Context: an optimization exercise on an open-source flow, tuned for small area, a short achievable clock period and few clock cycles. The choices shown serve that exercise and are no tape-out recipe.
Function was checked by simulation only, so behaviour that the tests miss may differ from the original.
Power and IR drop assume default switching activity.

===== design/flow/run.sh =====
#!/bin/bash
# synth_recipe.tcl (not shown) runs the flow's synth.tcl, then flattens the netlist and writes it again
# the make line also repeats each setting of config.mk as NAME=value (left out here)
make -C /OpenROAD-flow-scripts/flow DESIGN_CONFIG=/design/flow/config.mk WORK_HOME=/design/flow/orfs CLKGATE_MAP_FILE= SYNTH_SCRIPT=/design/flow/synth_recipe.tcl finish

===== design/flow/config.mk =====
export PLATFORM = sky130hd
export DESIGN_NAME = cpu
export DESIGN_NICKNAME = cpu
export VERILOG_FILES = /design/flow/design.v
export SDC_FILE = /design/flow/constraint.sdc
export NUM_CORES = 4
export LEC_CHECK = 0
export CAP_MARGIN = 20
export CORE_MARGIN = 2
export CORE_UTILIZATION = 40
export SLEW_MARGIN = 20

===== design/flow/constraint.sdc =====
create_clock -name core_clock -period 10.0 [get_ports {clk}]
set_input_delay 2.0000 -clock core_clock [delete_from_list [all_inputs] [get_ports {clk}]]
set_output_delay 2.0000 -clock core_clock [all_outputs]
set_load 0.01 [all_outputs]

===== design/flow/design.v =====
`timescale 1ns/1ps
module pc_reg (
    input  wire        clk,
    input  wire        reset,
    input  wire        update_n,  
    input  wire [31:0] pc_in,
    output reg  [31:0] pc_out
);
    always @(posedge clk or posedge reset) begin
        if (reset)
            pc_out <= 32'h0;
        else if (!update_n)
            pc_out <= pc_in;
    end
endmodule
module regs (
    input  wire        clk,
    input  wire        rst,
    input  wire        reg_write,
    input  wire [4:0]  rs1_addr,
    input  wire [4:0]  rs2_addr,
    input  wire [4:0]  wt_addr,
    input  wire [31:0] wt_data,
    output wire [31:0] rs1_data,
    output wire [31:0] rs2_data
);
    reg [31:0] register [1:31];
    assign rs1_data = (rs1_addr == 5'd0) ? 32'h0 : register[rs1_addr];
    assign rs2_data = (rs2_addr == 5'd0) ? 32'h0 : register[rs2_addr];
    integer i;
    always @(negedge clk or posedge rst) begin
        if (rst) begin
            for (i = 1; i < 32; i = i + 1)
                register[i] <= 32'h0;
        end else if ((wt_addr != 5'd0) && reg_write)
            register[wt_addr] <= wt_data;
    end
endmodule
module immgen (
    input  wire [2:0]  ImmSel,
    input  wire [31:7] instr,
    output reg  [31:0] immediate
);
    always @(*) begin
        case (ImmSel)
            3'b000:  immediate = {{20{instr[31]}}, instr[31:20]};                                 
            3'b001:  immediate = {{20{instr[31]}}, instr[31:25], instr[11:7]};                    
            3'b010:  immediate = {{19{instr[31]}}, instr[31], instr[7], instr[30:25], instr[11:8], 1'b0};  
            3'b011:  immediate = {{11{instr[31]}}, instr[31], instr[19:12], instr[20], instr[30:21], 1'b0};  
            3'b100:  immediate = {instr[31:12], 12'b0};                                        
            default: immediate = 32'h0;
        endcase
    end
endmodule
module controller (
    input  wire [4:0] opcode,
    input  wire [2:0] fun3,
    input  wire       fun7,
    output reg  [2:0] ImmSel,
    output reg  [3:0] ALUControl,
    output reg        ALUSrcB,
    output reg        PCTarget,
    output reg        Branch,
    output reg        InverseBranch,
    output reg        MemRW,
    output reg  [2:0] RWType,
    output reg        Jump,
    output reg  [1:0] MemtoReg,
    output reg        RegWrite
);
    always @(*) begin
        ImmSel = 3'b000;
        ALUControl = 4'b0000;
        ALUSrcB = 1'b0;
        PCTarget = 1'b0;
        Branch = 1'b0;
        InverseBranch = 1'b0;
        MemRW = 1'b0;
        RWType = 3'b010;
        Jump = 1'b0;
        MemtoReg = 2'd0;
        RegWrite = 1'b0;
        case (opcode)
        5'b01100: begin  
            ALUSrcB = 1'b0;
            ALUControl = {fun7, fun3};
            RegWrite = 1'b1;
            MemtoReg = 2'd0;
        end
        5'b00100: begin  
            ImmSel = 3'b000;
            ALUSrcB = 1'b1;
            ALUControl = {fun3 == 3'b101 ? fun7 : 1'b0, fun3};
            RegWrite = 1'b1;
            MemtoReg = 2'd0;
        end
        5'b00000: begin  
            ImmSel = 3'b000;
            ALUSrcB = 1'b1;
            ALUControl = 4'b0000;
            MemRW = 1'b0;
            RWType = fun3;
            RegWrite = 1'b1;
            MemtoReg = 2'd1;
        end
        5'b11001: begin  
            ImmSel = 3'b000;
            ALUSrcB = 1'b1;
            ALUControl = 4'b0000;
            PCTarget = 1'b1;
            Jump = 1'b1;
            RegWrite = 1'b1;
            MemtoReg = 2'd2;
        end
        5'b01000: begin  
            ImmSel = 3'b001;
            ALUSrcB = 1'b1;
            ALUControl = 4'b0000;
            MemRW = 1'b1;
            RWType = fun3;
        end
        5'b11000: begin  
            ImmSel = 3'b010;
            ALUSrcB = 1'b0;
            case (fun3)
                3'b000: ALUControl = 4'b1000;  
                3'b001: ALUControl = 4'b1000;  
                3'b100: ALUControl = 4'b0010;  
                3'b101: ALUControl = 4'b0010;  
                3'b110: ALUControl = 4'b0011;  
                3'b111: ALUControl = 4'b0011;  
                default: ALUControl = 4'b0000;
            endcase
            Branch = 1'b1;
            InverseBranch = fun3[0] ^ fun3[2];
            PCTarget = 1'b0;
        end
        5'b11011: begin  
            ImmSel = 3'b011;
            PCTarget = 1'b0;
            Jump = 1'b1;
            RegWrite = 1'b1;
            MemtoReg = 2'd2;
        end
        5'b01101: begin  
            ImmSel = 3'b100;
            RegWrite = 1'b1;
            MemtoReg = 2'd3;
        end
        5'b00101: begin  
            ImmSel = 3'b100;
            PCTarget = 1'b0;
            RegWrite = 1'b1;
            MemtoReg = 2'd2;
        end
        default: ;
        endcase
    end
endmodule
module alu (
    input  wire [31:0] a,
    input  wire [3:0]  op,
    input  wire [31:0] b,
    output reg  [31:0] result,
    output wire        zero
);
    always @(*) begin
        case (op)
            4'b0000: result = a + b;
            4'b1000: result = a - b;
            4'b0001: result = a << b[4:0];
            4'b0010: result = ($signed(a) < $signed(b)) ? 32'd1 : 32'd0;
            4'b0011: result = (a < b) ? 32'd1 : 32'd0;
            4'b0100: result = a ^ b;
            4'b0101: result = a >> b[4:0];
            4'b1101: result = $signed(a) >>> b[4:0];
            4'b0110: result = a | b;
            4'b0111: result = a & b;
            default: result = 32'h0;
        endcase
    end
    assign zero = (result == 32'h0);
endmodule
module hazard_unit (
    input  wire [4:0] id_rs1_addr,
    input  wire [4:0] id_rs2_addr,
    input  wire [4:0] id_opcode,
    input  wire       ex_Load,
    input  wire       ex_PCSrc,
    input  wire [4:0] ex_rd_addr,
    output wire       Stall,
    output wire       Flush
);
    wire rs1_in_use = (id_rs1_addr != 5'd0) &&
        (id_opcode == 5'b01100 || id_opcode == 5'b00100 || id_opcode == 5'b00000 ||
         id_opcode == 5'b01000 || id_opcode == 5'b11000 || id_opcode == 5'b11001);
    wire rs2_in_use = (id_rs2_addr != 5'd0) &&
        (id_opcode == 5'b01100 || id_opcode == 5'b01000 || id_opcode == 5'b11000);
    assign Stall = ex_Load && ((id_rs1_addr == ex_rd_addr && rs1_in_use) ||
                               (id_rs2_addr == ex_rd_addr && rs2_in_use));
    assign Flush = ex_PCSrc;
endmodule
module forwarding_unit (
    input  wire       mem_RegWrite,
    input  wire [4:0] mem_rd_addr,
    input  wire       wb_RegWrite,
    input  wire [4:0] wb_rd_addr,
    input  wire [4:0] ex_rs1_addr,
    input  wire [4:0] ex_rs2_addr,
    output reg  [1:0] rs1,   
    output reg  [1:0] rs2
);
    always @(*) begin
        if (mem_RegWrite && mem_rd_addr != 5'd0 && mem_rd_addr == ex_rs1_addr)
            rs1 = 2'b01;
        else if (wb_RegWrite && wb_rd_addr != 5'd0 && wb_rd_addr == ex_rs1_addr)
            rs1 = 2'b10;
        else
            rs1 = 2'b00;
        if (mem_RegWrite && mem_rd_addr != 5'd0 && mem_rd_addr == ex_rs2_addr)
            rs2 = 2'b01;
        else if (wb_RegWrite && wb_rd_addr != 5'd0 && wb_rd_addr == ex_rs2_addr)
            rs2 = 2'b10;
        else
            rs2 = 2'b00;
    end
endmodule
module memory_handler (
    input  wire        MemRW,
    input  wire [2:0]  RWType,
    input  wire [31:0] addr,
    input  wire [31:0] wdata,
    output reg  [31:0] rdata,
    input  wire [31:0] mem_rdata,
    output reg  [31:0] mem_wdata,
    output reg  [3:0]  mem_we
);
    wire [1:0] where = addr[1:0];
    wire [7:0]  byte_sel = mem_rdata[{where, 3'b000} +: 8];
    wire [15:0] half_sel = mem_rdata[{where[1], 4'b0000} +: 16];
    always @(*) begin
        if (MemRW == 1'b0) begin
            case (RWType)
                3'b000:  rdata = {{24{byte_sel[7]}}, byte_sel};
                3'b100:  rdata = {24'b0, byte_sel};
                3'b001:  rdata = {{16{half_sel[15]}}, half_sel};
                3'b101:  rdata = {16'b0, half_sel};
                3'b010:  rdata = mem_rdata;
                default: rdata = 32'h0;
            endcase
            mem_wdata = 32'h0;
            mem_we = 4'b0000;
        end else begin
            case (RWType)
                3'b000: begin
                    mem_wdata = {4{wdata[7:0]}};
                    mem_we = 4'b0001 << where;
                end
                3'b001: begin
                    mem_wdata = {2{wdata[15:0]}};
                    mem_we = 4'b0011 << where;
                end
                3'b010: begin
                    mem_wdata = wdata;
                    mem_we = 4'b1111;
                end
                default: begin
                    mem_wdata = 32'h0;
                    mem_we = 4'b0000;
                end
            endcase
            rdata = 32'h0;
        end
    end
endmodule
module cpu (
    input  wire        clk,
    input  wire        reset,
    output wire [31:0] imem_addr,
    input  wire [31:0] imem_data,
    output wire [3:0]  dmem_we,
    output wire [11:2] dmem_addr,
    output wire [31:0] dmem_wdata,
    input  wire [31:0] dmem_rdata
);
    wire Stall, Flush;
    wire        ex_PCSrc;
    wire [31:0] ex_pc_target;
    wire [31:0] if_pc;
    pc_reg pc_instance (
        .clk(clk), .reset(reset), .update_n(Stall),
        .pc_in(ex_PCSrc ? ex_pc_target : if_pc + 32'd4),
        .pc_out(if_pc)
    );
    assign imem_addr = if_pc;
    reg [31:0] id_pc, id_instr;
    always @(posedge clk or posedge reset) begin
        if (reset) begin
            id_pc <= 32'h0;
            id_instr <= 32'h00000013;
        end else if (Flush) begin
            id_pc <= 32'h0;
            id_instr <= 32'h00000013;
        end else if (!Stall) begin
            id_pc <= if_pc;
            id_instr <= imem_data;
        end
    end
    wire [2:0]  d_ImmSel;
    wire [3:0]  d_ALUControl;
    wire        d_ALUSrcB, d_PCTarget, d_Branch, d_InverseBranch, d_MemRW, d_Jump, d_RegWrite;
    wire [2:0]  d_RWType;
    wire [1:0]  d_MemtoReg;
    controller controller_instance (
        .opcode(id_instr[6:2]), .fun3(id_instr[14:12]), .fun7(id_instr[30]),
        .ImmSel(d_ImmSel), .ALUControl(d_ALUControl), .ALUSrcB(d_ALUSrcB),
        .PCTarget(d_PCTarget), .Branch(d_Branch), .InverseBranch(d_InverseBranch),
        .MemRW(d_MemRW), .RWType(d_RWType), .Jump(d_Jump),
        .MemtoReg(d_MemtoReg), .RegWrite(d_RegWrite)
    );
    wire        wb_RegWrite;
    wire [4:0]  wb_rd_addr;
    wire [31:0] wb_rd_data;
    wire [31:0] d_rs1_data, d_rs2_data, d_imm;
    regs regs_instance (
        .clk(clk), .rst(reset),
        .rs1_addr(id_instr[19:15]), .rs2_addr(id_instr[24:20]),
        .rs1_data(d_rs1_data), .rs2_data(d_rs2_data),
        .reg_write(wb_RegWrite), .wt_addr(wb_rd_addr), .wt_data(wb_rd_data)
    );
    immgen immgen_instance (.ImmSel(d_ImmSel), .instr(id_instr[31:7]), .immediate(d_imm));
    reg [31:0] ex_pc, ex_rs1_data, ex_rs2_data, ex_imm;
    reg [4:0]  ex_rs1_addr, ex_rs2_addr, ex_rd_addr;
    reg [3:0]  ex_ALUControl;
    reg        ex_ALUSrcB, ex_PCTarget, ex_Branch, ex_InverseBranch, ex_MemRW, ex_Jump, ex_RegWrite;
    reg [2:0]  ex_RWType;
    reg [1:0]  ex_MemtoReg;
    always @(posedge clk or posedge reset) begin
        if (reset) begin
            ex_pc <= 32'h0; ex_rs1_data <= 32'h0; ex_rs2_data <= 32'h0; ex_imm <= 32'h0;
            ex_rs1_addr <= 5'd0; ex_rs2_addr <= 5'd0; ex_rd_addr <= 5'd0;
            ex_ALUControl <= 4'b0000; ex_ALUSrcB <= 1'b0; ex_PCTarget <= 1'b0;
            ex_Branch <= 1'b0; ex_InverseBranch <= 1'b0; ex_MemRW <= 1'b0;
            ex_RWType <= 3'b010; ex_Jump <= 1'b0; ex_MemtoReg <= 2'd0; ex_RegWrite <= 1'b0;
        end else if (Stall || Flush) begin
            ex_pc <= 32'h0; ex_rs1_data <= 32'h0; ex_rs2_data <= 32'h0; ex_imm <= 32'h0;
            ex_rs1_addr <= 5'd0; ex_rs2_addr <= 5'd0; ex_rd_addr <= 5'd0;
            ex_ALUControl <= 4'b0000; ex_ALUSrcB <= 1'b0; ex_PCTarget <= 1'b0;
            ex_Branch <= 1'b0; ex_InverseBranch <= 1'b0; ex_MemRW <= 1'b0;
            ex_RWType <= 3'b010; ex_Jump <= 1'b0; ex_MemtoReg <= 2'd0; ex_RegWrite <= 1'b0;
        end else begin
            ex_pc <= id_pc; ex_rs1_data <= d_rs1_data; ex_rs2_data <= d_rs2_data; ex_imm <= d_imm;
            ex_rs1_addr <= id_instr[19:15]; ex_rs2_addr <= id_instr[24:20]; ex_rd_addr <= id_instr[11:7];
            ex_ALUControl <= d_ALUControl; ex_ALUSrcB <= d_ALUSrcB; ex_PCTarget <= d_PCTarget;
            ex_Branch <= d_Branch; ex_InverseBranch <= d_InverseBranch; ex_MemRW <= d_MemRW;
            ex_RWType <= d_RWType; ex_Jump <= d_Jump; ex_MemtoReg <= d_MemtoReg; ex_RegWrite <= d_RegWrite;
        end
    end
    wire        mem_RegWrite;
    wire [4:0]  mem_rd_addr_w;
    wire [31:0] mem_fwd_data;
    wire [1:0]  fwd_rs1, fwd_rs2;
    forwarding_unit forwarding_instance (
        .mem_RegWrite(mem_RegWrite), .mem_rd_addr(mem_rd_addr_w),
        .wb_RegWrite(wb_RegWrite), .wb_rd_addr(wb_rd_addr),
        .ex_rs1_addr(ex_rs1_addr), .ex_rs2_addr(ex_rs2_addr),
        .rs1(fwd_rs1), .rs2(fwd_rs2)
    );
    reg [31:0] fd_rs1_data, fd_rs2_data;
    always @(*) begin
        case (fwd_rs1)
            2'b01:   fd_rs1_data = mem_fwd_data;
            2'b10:   fd_rs1_data = wb_rd_data;
            default: fd_rs1_data = ex_rs1_data;
        endcase
        case (fwd_rs2)
            2'b01:   fd_rs2_data = mem_fwd_data;
            2'b10:   fd_rs2_data = wb_rd_data;
            default: fd_rs2_data = ex_rs2_data;
        endcase
    end
    wire [31:0] ex_alu_result;
    wire        ex_zero;
    alu alu_instance (
        .a(fd_rs1_data), .b(ex_ALUSrcB ? ex_imm : fd_rs2_data),
        .op(ex_ALUControl), .result(ex_alu_result), .zero(ex_zero)
    );
    assign ex_pc_target = ex_PCTarget ? ex_alu_result : ex_pc + ex_imm;
    assign ex_PCSrc = ex_Jump || (ex_Branch & (ex_InverseBranch ^ ex_zero));
    hazard_unit hazard_instance (
        .id_rs1_addr(id_instr[19:15]), .id_rs2_addr(id_instr[24:20]), .id_opcode(id_instr[6:2]),
        .ex_Load(ex_RegWrite && ex_MemtoReg == 2'd1), .ex_PCSrc(ex_PCSrc), .ex_rd_addr(ex_rd_addr),
        .Stall(Stall), .Flush(Flush)
    );
    reg [31:0] mem_rs2_data, mem_pc_incr, mem_pc_target, mem_alu_result, mem_imm;
    reg [4:0]  mem_rd_addr;
    reg        mem_MemRW, mem_Jump, mem_RegWrite_r;
    reg [2:0]  mem_RWType;
    reg [1:0]  mem_MemtoReg;
    always @(posedge clk or posedge reset) begin
        if (reset) begin
            mem_rs2_data <= 32'h0; mem_pc_incr <= 32'h0; mem_pc_target <= 32'h0;
            mem_alu_result <= 32'h0; mem_imm <= 32'h0; mem_rd_addr <= 5'd0;
            mem_MemRW <= 1'b0; mem_RWType <= 3'b010; mem_Jump <= 1'b0;
            mem_MemtoReg <= 2'd0; mem_RegWrite_r <= 1'b0;
        end else begin
            mem_rs2_data <= fd_rs2_data; mem_pc_incr <= ex_pc + 32'd4; mem_pc_target <= ex_pc_target;
            mem_alu_result <= ex_alu_result; mem_imm <= ex_imm; mem_rd_addr <= ex_rd_addr;
            mem_MemRW <= ex_MemRW; mem_RWType <= ex_RWType; mem_Jump <= ex_Jump;
            mem_MemtoReg <= ex_MemtoReg; mem_RegWrite_r <= ex_RegWrite;
        end
    end
    wire [31:0] mem_data_in;
    memory_handler memory_handler_instance (
        .MemRW(mem_MemRW), .RWType(mem_RWType), .addr(mem_alu_result), .wdata(mem_rs2_data),
        .rdata(mem_data_in), .mem_rdata(dmem_rdata), .mem_wdata(dmem_wdata), .mem_we(dmem_we)
    );
    assign dmem_addr = mem_alu_result[11:2];
    wire [31:0] mem_pc_write = mem_Jump ? mem_pc_incr : mem_pc_target;
    assign mem_RegWrite = mem_RegWrite_r;
    assign mem_rd_addr_w = mem_rd_addr;
    assign mem_fwd_data = (mem_MemtoReg == 2'd2) ? mem_pc_write :
                          (mem_MemtoReg == 2'd3) ? mem_imm : mem_alu_result;
    reg [31:0] wb_alu_result, wb_data_in, wb_pc_write, wb_imm;
    reg [4:0]  wb_rd_addr_r;
    reg [1:0]  wb_MemtoReg;
    reg        wb_RegWrite_r;
    always @(posedge clk or posedge reset) begin
        if (reset) begin
            wb_alu_result <= 32'h0; wb_data_in <= 32'h0; wb_pc_write <= 32'h0; wb_imm <= 32'h0;
            wb_rd_addr_r <= 5'd0; wb_MemtoReg <= 2'd0; wb_RegWrite_r <= 1'b0;
        end else begin
            wb_alu_result <= mem_alu_result; wb_data_in <= mem_data_in; wb_pc_write <= mem_pc_write;
            wb_imm <= mem_imm; wb_rd_addr_r <= mem_rd_addr; wb_MemtoReg <= mem_MemtoReg;
            wb_RegWrite_r <= mem_RegWrite_r;
        end
    end
    assign wb_RegWrite = wb_RegWrite_r;
    assign wb_rd_addr = wb_rd_addr_r;
    assign wb_rd_data = (wb_MemtoReg == 2'd0) ? wb_alu_result :
                        (wb_MemtoReg == 2'd1) ? wb_data_in :
                        (wb_MemtoReg == 2'd2) ? wb_pc_write : wb_imm;
endmodule

==> results.txt <==
Worst Tran Pin Value -> 1.361 ns
Crit start category -> flip-flop
Placeable Area -> 0.1997 mm2
Syn_nets -> 8943
Initial core utilization -> 0.4019
Outcome -> no timing/DRC/antenna violations
Synth-to-layout area growth -> 14.25%
DRT Wirelength -> 393.7 mm
Crit-path slowest cell -> dfrtp_1
Count leader, synth -> nand2_1
Antenna-violating nets left -> 0
Fraction of layout instances using a drive strength above 1 -> 0.1094
Maximum vdd ir drop -> 0.1809 mV
Routed via count -> 78180
Antenna violations before repair -> 28
Gpl congestion -> 1.016
Post-CTS setup buffer count -> 0
Final instance area -> 0.09167 mm2
Vias in the first global route -> 72780
Clk Latency, worst-skew pair -> 0.84 ns
Largest area contributor in the netlist -> dfrtn_1
Worst Clk Skew -> 0.09907 ns
Reg2Reg Setup Slack -> 0.32 ns
Synth Register Bits -> 1554
Top cells by count, synth -> nand2_1 (1421), o21ai_0 (1207), dfrtn_1 (992), clkbuf_1 (627), dfrtp_1 (559)
CTS tree -> yes
Worst path most repeated cell -> buf_4
Area share of the largest cell type after synthesis -> 0.3094
Grt ovf -> 0
Post-Syn Area -> 0.08024 mm2
CP max stage delay -> 0.96 ns
Drt first pass iters -> 11
Final Hold Fails -> 0
Hold path depth -> 0
Max-Cap Viols -> 0
Largest register FFs -> 992
Via/cell ratio -> 6.841
Setup violators final -> 0
Final slew viol count -> 0
Main synth FF type -> dfrtn_1
Post-route minimum period -> 9.681 ns
WL per Instance -> 34.45 um
First-pass GRT wire length -> 552.6 mm
Total die area -> 0.2042 mm2
Met1 usage in global routing -> 0.5034
Yosys warns -> 9
IO Pins -> 144
Fraction of registers with async set/reset -> 1.000
HP Start -> mem_imm[29]$_DFF_PP0_
Fmax -> 103.3 MHz
PD cells -> 242.0 mW/mm2
Cts repair resizes -> 0
Total clock sinks -> 1554
Buffers on Ports -> 141
Clock transition at path regs -> 0.06 ns
Post-synthesis cell count -> 8744
Hold Crit Class -> flip-flop to flip-flop
WHS Endpoint -> wb_imm[29]$_DFF_PP0_
Nets -> 8811
Area contributors post-synth -> dfrtn_1 (31%), dfrtp_1 (17%), o21ai_0 (7.5%)
FP Rows -> 164
CP endpoint kind -> flip-flop
M2 GR Usage -> 0.5108
Area post-placement -> 0.08565 mm2
Die H -> 451.9 um
Sequential share of the synthesized area -> 0.4847
Met3 usage in global routing -> 0.1471
Largest net degree at the start of global routing -> 109
1st-iter DRT viols -> 14210
FILL cells -> 18710
Num CTS Buffers -> 161
Max transition margin -> 0.08597
Syn avg cell area -> 9.177 um2
Die Wd -> 451.9 um
Clock tree buffer depth -> 3
Worst reg2reg startpoint -> wb_rd_addr_r[2]$_DFF_PP0_
Top reg by flops -> regs_instance.register
H-tree Lvls -> 4
Post-CTS Hold Buffers -> 0
Root Buffer Master -> clkbuf_16
TNS Setup -> 0 ns
Residual DRC count -> 0
Worst r2r dst -> pc_instance.pc_out[4]$_DFFE_PP0N_
R2R depth -> 31
Worst-path fanout max -> 24
Busiest metal layer after global routing -> met2
Pleak -> 39.14 nW
Path type of the worst setup path -> flip-flop to flip-flop
Total track usage -> 0.3766
Unrepaired setup endpoints after global routing -> false
Post-DP HPWL -> 244.8 mm
Data arrival, critical path -> 10.44 ns
Post-synth EDFFs -> 0
Crit share post-route -> 0.9681
CP required -> 10.76 ns
Count of different cell masters after synthesis -> 96
==> routing by layer <==
layer | routed length, um | part of all wire
met1 | 149800 | 0.38
met5 | 224 | 0.00057
met3 | 58010 | 0.15
met2 | 155500 | 0.39
met4 | 30150 | 0.077
==> how the worst max path moves through the flow <==
stage	from	endpoint	slack, ns	cells after the start
2_1_floorplan	reset	regs_instance.register[10][0]$_DFFE_NP0P_	-17.98	1
3_3_place_gp	wb_rd_addr_r[2]$_DFF_PP0_	pc_instance.pc_out[1]$_DFFE_PP0P_	0.78	24
3_5_place_dp	wb_rd_addr_r[2]$_DFF_PP0_	pc_instance.pc_out[9]$_DFFE_PP0N_	0.74	31
4_1_cts	wb_rd_addr_r[2]$_DFF_PP0_	pc_instance.pc_out[0]$_DFFE_PP0P_	0.65	30
5_1_grt	wb_rd_addr_r[2]$_DFF_PP0_	pc_instance.pc_out[11]$_DFFE_PP0N_	0.07	27
6_report	wb_rd_addr_r[2]$_DFF_PP0_	pc_instance.pc_out[4]$_DFFE_PP0N_	0.32	31
==> metrics by stage <==
| stage | power [mW] | utilization | hold slack [ns] | setup WS (ns) | cells |
|---|---|---|---|---|---|
| after floorplan | 12.37 | - | 0.3312 | -17.98 | 8744 |
| after global placement | 15.15 | 0.4287 | 0.3509 | 0.7773 | 11100 |
| after detailed placement | 15.26 | 0.4290 | 0.3554 | 0.7357 | 11100 |
| after CTS | 21.86 | 0.4581 | 0.3610 | 0.6516 | 11400 |
| after global routing | 22.94 | 0.4588 | 0.3728 | 0.06581 | 11400 |
| final | 22.18 | 0.4591 | 0.3604 | 0.3193 | 11430 |
==> logic make-up after synthesis <==
logic type / Yosys count / share of synthesized area
flops: 1554 / 0.4847
compound gates: 3039 / 0.2455
buf+inv: 915 / 0.04503
simple gates: 2658 / 0.1476
fa+ha+maj: 133 / 0.02102
mux: 340 / 0.04469
xor+xnor: 105 / 0.01146
==> critical path: cells and delay by family, from the launching register on <==
family,cells,cell delay (ns)
fa+ha+maj,1,0.26
flops,1,0.96
compound gates,10,1.91
simple gates,11,4.40
buf+inv,9,2.02
==> layout by cell type (no fill, tap or decap), types with 71 or more instances in the layout <==
master	count
mux2i_1	214
xnor2_1	71
nand4_1	139
mux2_2	123
and3_1	92
buf_4	306
dfrtn_1	992
dfrtp_1	552
nor2_1	270
a221oi_1	262
a22o_1	238
o21ai_0	1184
nand3_1	168
nand2_1	1398
clkbuf_16	168
a22oi_1	398
ha_1	130
clkdlybuf4s50_1	141
nor3_1	244
a21oi_1	437
inv_1	136
==> report_power, final <==
part	leakage [nW]	internal, mW	switching (mW)
Sequential	20.5	7.70	1.26
Clock	2.87	3.94	2.72
Combinational	15.8	2.13	4.44
==> layout make-up <==
class,count,area [um2],share of cell area
sequential,1554,38900,0.4244
multi-input combinational,6275,38740,0.4226
clock buffer,224,4725,0.05154
timing repair buffer,478,4290,0.04680
tap,2656,3323,0.03625
clock inverter,73,1090,0.01189
inverter,142,539.3,0.005883
antenna,26,65.06,0.0007097
Testbench counts, summed over its fixed seeds: cycles 101,441.
